Source: an optimization exercise on an open RTL-to-GDS flow (aim: small area, a short achievable clock period and few clock cycles per item). Production flows keep margins and buffers that such runs may drop.
In this exercise RTL edits were held to simulation tests only and were not proved equivalent to the original.

== red ==
==> flow/design.v <==
module SHA1_hash (
	clk,
	nreset,
	start_hash,
	message_addr,
	message_size,
	hash,
	done,
	port_A_data_in,
	port_A_data_out,
	port_A_addr,
	port_A_we
	);
input          clk;
input          nreset;
input          start_hash;
input  [31:0]  message_addr;
input  [31:0]  message_size;
output [159:0] hash;
output         done;
output [31:0]  port_A_data_in;
input  [31:0]  port_A_data_out;
output [15:0]  port_A_addr;
output         port_A_we;
reg         busy, done, first;
reg  [6:0]  p;
reg         isT, rot, x30, tph, memsel, adinc, is13;
reg  [1:0]  rngF, rngK;
reg  [2:0]  ivi;
reg  [31:0] A, B, C, G, J;
reg  [31:0] H0, H1, H2, H3, H4;
reg  [511:0] W;              
reg  [13:0] addr;
reg  [7:0]  wc;              
reg         over;            
reg  [1:0]  sz;              
reg  [3:0]  blk;             
assign port_A_we      = 1'b0;
assign port_A_data_in = 32'h0;
assign port_A_addr    = {addr, 2'b00};
assign hash           = {H0, H1, H2, H3, H4};
wire start_go = start_hash & ~busy;
wire [6:0] pinc = (p == 7'd80) ? 7'd0 : p + 7'd1;
function [1:0] rng;
	input [6:0] q;
	rng = (q < 20) ? 2'd0 : (q < 40) ? 2'd1 : (q < 60) ? 2'd2 : 2'd3;
endfunction
always @(posedge clk) begin
	if (start_go) begin
		p      <= 7'd77;
		isT    <= 1'b0;
		rot    <= 1'b1;
		x30    <= 1'b1;
		tph    <= 1'b0;
		memsel <= 1'b0;
		adinc  <= 1'b0;
		is13   <= 1'b0;
		rngF   <= 2'd3;
		rngK   <= 2'd3;
		ivi    <= 3'd4;
	end else begin
		p      <= pinc;
		isT    <= (pinc == 7'd0);
		rot    <= (pinc >= 7'd77) || (pinc == 7'd0);
		x30    <= (pinc >= 7'd77) && (pinc <= 7'd79);
		tph    <= (pinc == 7'd80) || (pinc == 7'd0);
		memsel <= (pinc >= 7'd79) || (pinc <= 7'd13);
		adinc  <= (pinc >= 7'd78) || (pinc <= 7'd12);
		is13   <= (pinc == 7'd13);
		rngF   <= rng(pinc);
		rngK   <= (pinc == 7'd80) ? 2'd0 : rng(pinc + 7'd1);
		ivi    <= (pinc == 7'd0) ? 3'd0 : (pinc == 7'd80) ? 3'd1 :
		          (pinc == 7'd79) ? 3'd2 : (pinc == 7'd78) ? 3'd3 : 3'd4;
	end
end
wire [6:0] nbs = message_size[9:3] + 7'd1;    
always @(posedge clk or negedge nreset) begin
	if (!nreset) begin
		busy <= 1'b0;
		done <= 1'b0;
	end else if (start_go) begin
		busy <= 1'b1;
		done <= 1'b0;
	end else if (busy && isT && !first && blk == 4'd0) begin
		busy <= 1'b0;
		done <= 1'b1;
	end
end
always @(posedge clk) begin
	if (start_go) begin
		first <= 1'b1;
		blk   <= nbs[6:3];
	end else if (isT) begin
		first <= 1'b0;
		if (!first && blk != 4'd0)
			blk <= blk - 4'd1;
	end
end
always @(posedge clk) begin
	if (start_go)
		addr <= message_addr[15:2];
	else if (adinc)
		addr <= addr + 14'd1;
end
always @(posedge clk) begin
	if (start_go) begin
		wc   <= message_size[9:2];
		over <= 1'b0;
		sz   <= message_size[1:0];
	end else if (memsel) begin
		if (wc == 8'd0)
			over <= 1'b1;
		else
			wc <= wc - 8'd1;
	end
end
wire [31:0] mbe = {port_A_data_out[7:0], port_A_data_out[15:8],
                   port_A_data_out[23:16], port_A_data_out[31:24]};
reg  [31:0] mmask, mpad;
always @* begin
	if (over) begin
		mmask = 32'h0;
		mpad  = 32'h0;
	end else if (wc == 8'd0) begin
		case (sz)
			2'd0: begin mmask = 32'h00000000; mpad = 32'h80000000; end
			2'd1: begin mmask = 32'hff000000; mpad = 32'h00800000; end
			2'd2: begin mmask = 32'hffff0000; mpad = 32'h00008000; end
			default: begin mmask = 32'hffffff00; mpad = 32'h00000080; end
		endcase
	end else begin
		mmask = 32'hffffffff;
		mpad  = 32'h0;
	end
end
wire        islen = is13 && blk == 4'd0;
wire [31:0] wlen  = islen ? {19'd0, message_size[9:0], 3'd0} : 32'h0;
wire [31:0] wmem  = (mbe & mmask) | mpad | wlen;
wire [31:0] wx  = W[447:416] ^ W[287:256] ^ W[95:64] ^ W[31:0];
wire [31:0] wnw = memsel ? wmem : {wx[30:0], wx[31]};
always @(posedge clk)
	W <= {wnw, W[511:32]};
wire [31:0] Bi = isT ? H0 : A;
wire [31:0] Ci = isT ? H1 : {B[1:0], B[31:2]};
wire [31:0] Ds = tph ? H2 : C;
reg [31:0] fv, Kv, IVv;
always @* begin
	case (rngF)
		2'd0:    fv = (Bi & Ci) | (~Bi & Ds);
		2'd2:    fv = (Bi & Ci) | (Bi & Ds) | (Ci & Ds);
		default: fv = Bi ^ Ci ^ Ds;
	endcase
	case (rngK)
		2'd0:    Kv = 32'h5a827999;
		2'd1:    Kv = 32'h6ed9eba1;
		2'd2:    Kv = 32'h8f1bbcdc;
		default: Kv = 32'hca62c1d6;
	endcase
	case (ivi)
		3'd0:    IVv = 32'h67452301;
		3'd1:    IVv = 32'hefcdab89;
		3'd2:    IVv = 32'h98badcfe;
		3'd3:    IVv = 32'h10325476;
		default: IVv = 32'hc3d2e1f0;
	endcase
end
wire [31:0] Xv   = first ? IVv : (x30 ? {A[1:0], A[31:2]} : A);
wire [31:0] Hop  = first ? 32'h0 : H4;
wire [31:0] hsum, Anew, Gn, Jn;
sha1_add32 u_hadd (.a(Hop), .b(Xv), .s(hsum));
sha1_add32 u_aadd (.a({A[26:0], A[31:27]}), .b(G), .s(Anew));
sha1_add32 u_gadd (.a(fv), .b(J), .s(Gn));
wire [31:0] jw  = W[511:480];
wire [31:0] jcs = Ds ^ Kv ^ jw;
wire [31:0] jcc = (Ds & Kv) | (Ds & jw) | (Kv & jw);
sha1_add32 u_jadd (.a(jcs), .b({jcc[30:0], 1'b0}), .s(Jn));
always @(posedge clk) begin
	A <= isT ? hsum : Anew;
	B <= Bi;
	C <= Ci;
	G <= Gn;
	J <= Jn;
end
always @(posedge clk) begin
	if (busy && rot) begin
		H0 <= hsum;
		H1 <= H0;
		H2 <= H1;
		H3 <= H2;
		H4 <= H3;
	end
end
endmodule
module sha1_add32 (a, b, s);
input  [31:0] a, b;
output [31:0] s;
wire [31:0] g0 = a & b, p0 = a ^ b;
wire [31:0] g1, p1, g2, p2, g3, p3, g4, p4, g5;
genvar i;
generate
	for (i = 0; i < 32; i = i + 1) begin : pf
		if (i >= 1)  begin assign g1[i] = g0[i] | (p0[i] & g0[i-1]);  assign p1[i] = p0[i] & p0[i-1];  end
		else         begin assign g1[i] = g0[i];                      assign p1[i] = p0[i];             end
		if (i >= 2)  begin assign g2[i] = g1[i] | (p1[i] & g1[i-2]);  assign p2[i] = p1[i] & p1[i-2];  end
		else         begin assign g2[i] = g1[i];                      assign p2[i] = p1[i];             end
		if (i >= 4)  begin assign g3[i] = g2[i] | (p2[i] & g2[i-4]);  assign p3[i] = p2[i] & p2[i-4];  end
		else         begin assign g3[i] = g2[i];                      assign p3[i] = p2[i];             end
		if (i >= 8)  begin assign g4[i] = g3[i] | (p3[i] & g3[i-8]);  assign p4[i] = p3[i] & p3[i-8];  end
		else         begin assign g4[i] = g3[i];                      assign p4[i] = p3[i];             end
		if (i >= 16) begin assign g5[i] = g4[i] | (p4[i] & g4[i-16]); end
		else         begin assign g5[i] = g4[i];                      end
	end
endgenerate
assign s = p0 ^ {g5[30:0], 1'b0};
endmodule
clock: 6.3 ns
lec_check: 0
cap_margin: 20
core_margin: 2
core_utilization: 45
place_density: 0.6
setup_slack_margin: 3.5
slew_margin: 20
run.sh (not shown) runs the stock make flow with config.mk's settings and CLKGATE_MAP_FILE= SYNTH_SCRIPT=/design/flow/synth_recipe.tcl, a recipe that flattens the netlist after the stock synthesis.
Testbench counts of red, summed over its fixed seeds: cycles 67,644, messages 96.
Edits applied to the flow inputs when going from red to blue:
--- a/flow/design.v
+++ b/flow/design.v
@@ -165,22 +165,16 @@
 	endcase
 end
 wire [31:0] Xv   = first ? IVv : (x30 ? {A[1:0], A[31:2]} : A);
 wire [31:0] Hop  = first ? 32'h0 : H4;
-wire [31:0] hsum, Anew, Gn, Jn;
-sha1_add32 u_hadd (.a(Hop), .b(Xv), .s(hsum));
-sha1_add32 u_aadd (.a({A[26:0], A[31:27]}), .b(G), .s(Anew));
-sha1_add32 u_gadd (.a(fv), .b(J), .s(Gn));
-wire [31:0] jw  = W[511:480];
-wire [31:0] jcs = Ds ^ Kv ^ jw;
-wire [31:0] jcc = (Ds & Kv) | (Ds & jw) | (Kv & jw);
-sha1_add32 u_jadd (.a(jcs), .b({jcc[30:0], 1'b0}), .s(Jn));
+wire [31:0] hsum = Hop + Xv;
+wire [31:0] Anew = {A[26:0], A[31:27]} + G;
 always @(posedge clk) begin
 	A <= isT ? hsum : Anew;
 	B <= Bi;
 	C <= Ci;
-	G <= Gn;
-	J <= Jn;
+	G <= fv + J;
+	J <= Ds + Kv + W[511:480];
 end
 always @(posedge clk) begin
 	if (busy && rot) begin
 		H0 <= hsum;
@@ -190,26 +184,4 @@
 		H4 <= H3;
 	end
 end
 endmodule
-module sha1_add32 (a, b, s);
-input  [31:0] a, b;
-output [31:0] s;
-wire [31:0] g0 = a & b, p0 = a ^ b;
-wire [31:0] g1, p1, g2, p2, g3, p3, g4, p4, g5;
-genvar i;
-generate
-	for (i = 0; i < 32; i = i + 1) begin : pf
-		if (i >= 1)  begin assign g1[i] = g0[i] | (p0[i] & g0[i-1]);  assign p1[i] = p0[i] & p0[i-1];  end
-		else         begin assign g1[i] = g0[i];                      assign p1[i] = p0[i];             end
-		if (i >= 2)  begin assign g2[i] = g1[i] | (p1[i] & g1[i-2]);  assign p2[i] = p1[i] & p1[i-2];  end
-		else         begin assign g2[i] = g1[i];                      assign p2[i] = p1[i];             end
-		if (i >= 4)  begin assign g3[i] = g2[i] | (p2[i] & g2[i-4]);  assign p3[i] = p2[i] & p2[i-4];  end
-		else         begin assign g3[i] = g2[i];                      assign p3[i] = p2[i];             end
-		if (i >= 8)  begin assign g4[i] = g3[i] | (p3[i] & g3[i-8]);  assign p4[i] = p3[i] & p3[i-8];  end
-		else         begin assign g4[i] = g3[i];                      assign p4[i] = p3[i];             end
-		if (i >= 16) begin assign g5[i] = g4[i] | (p4[i] & g4[i-16]); end
-		else         begin assign g5[i] = g4[i];                      end
-	end
-endgenerate
-assign s = p0 ^ {g5[30:0], 1'b0};
-endmodule
==> comparison <==
The die area of red and that of blue are within noise of each other.
Of the two values seen for worst setup path endpoint, G[28]$_DFF_P_ was produced by blue and J[30]$_DFF_P_ by red.
When the final numbers for red and blue were put side by side, the final area turned out to be smaller in blue.
On number of levels in the clock H-tree, red and blue are basically level.
Taking red as the reference point, the final cell count of blue falls by about 1.2%.
Taking red as the reference, in blue worst path required time climbed 50 ps, distinct cell type count after synthesis dropped 1.4%, largest fanout on the critical path dropped 1.
Relative to red, non-clock buffer count decreased by 1.5% in blue.
blue against red: routed via count shrank by about 2.3%.
Testbench counts of blue, summed over its fixed seeds: cycles 67,644, messages 96.

what the ideal ports hide:
The results above use ideal ports. As a check the final layouts listed here were re-extracted and re-timed, cells and wires unchanged. Step 1 assumes that a clkbuf_16 drives the clock port and a buf_2 every other input. Step 2 times the ports against the registers' clock, not the clock port: input delays grow and output delays shrink by t, the midpoint of the rising clock arrivals with the driver on. a / b / c = no drivers / after step 1 / after step 2; a / b = the first two.
run | t (ns) | slack for setup (ns) | worst setup path at the end | worst slew at a driven data input, ns | cell pins on the clock port's net
red | 0.712 | 2.326 / 2.326 / 2.326 | register to register | 0.06 | 1
blue | 0.693 | 1.691 / 1.691 / 1.691 | register to register | 0.07 | 1
After both steps setup and hold are still met in every run listed.
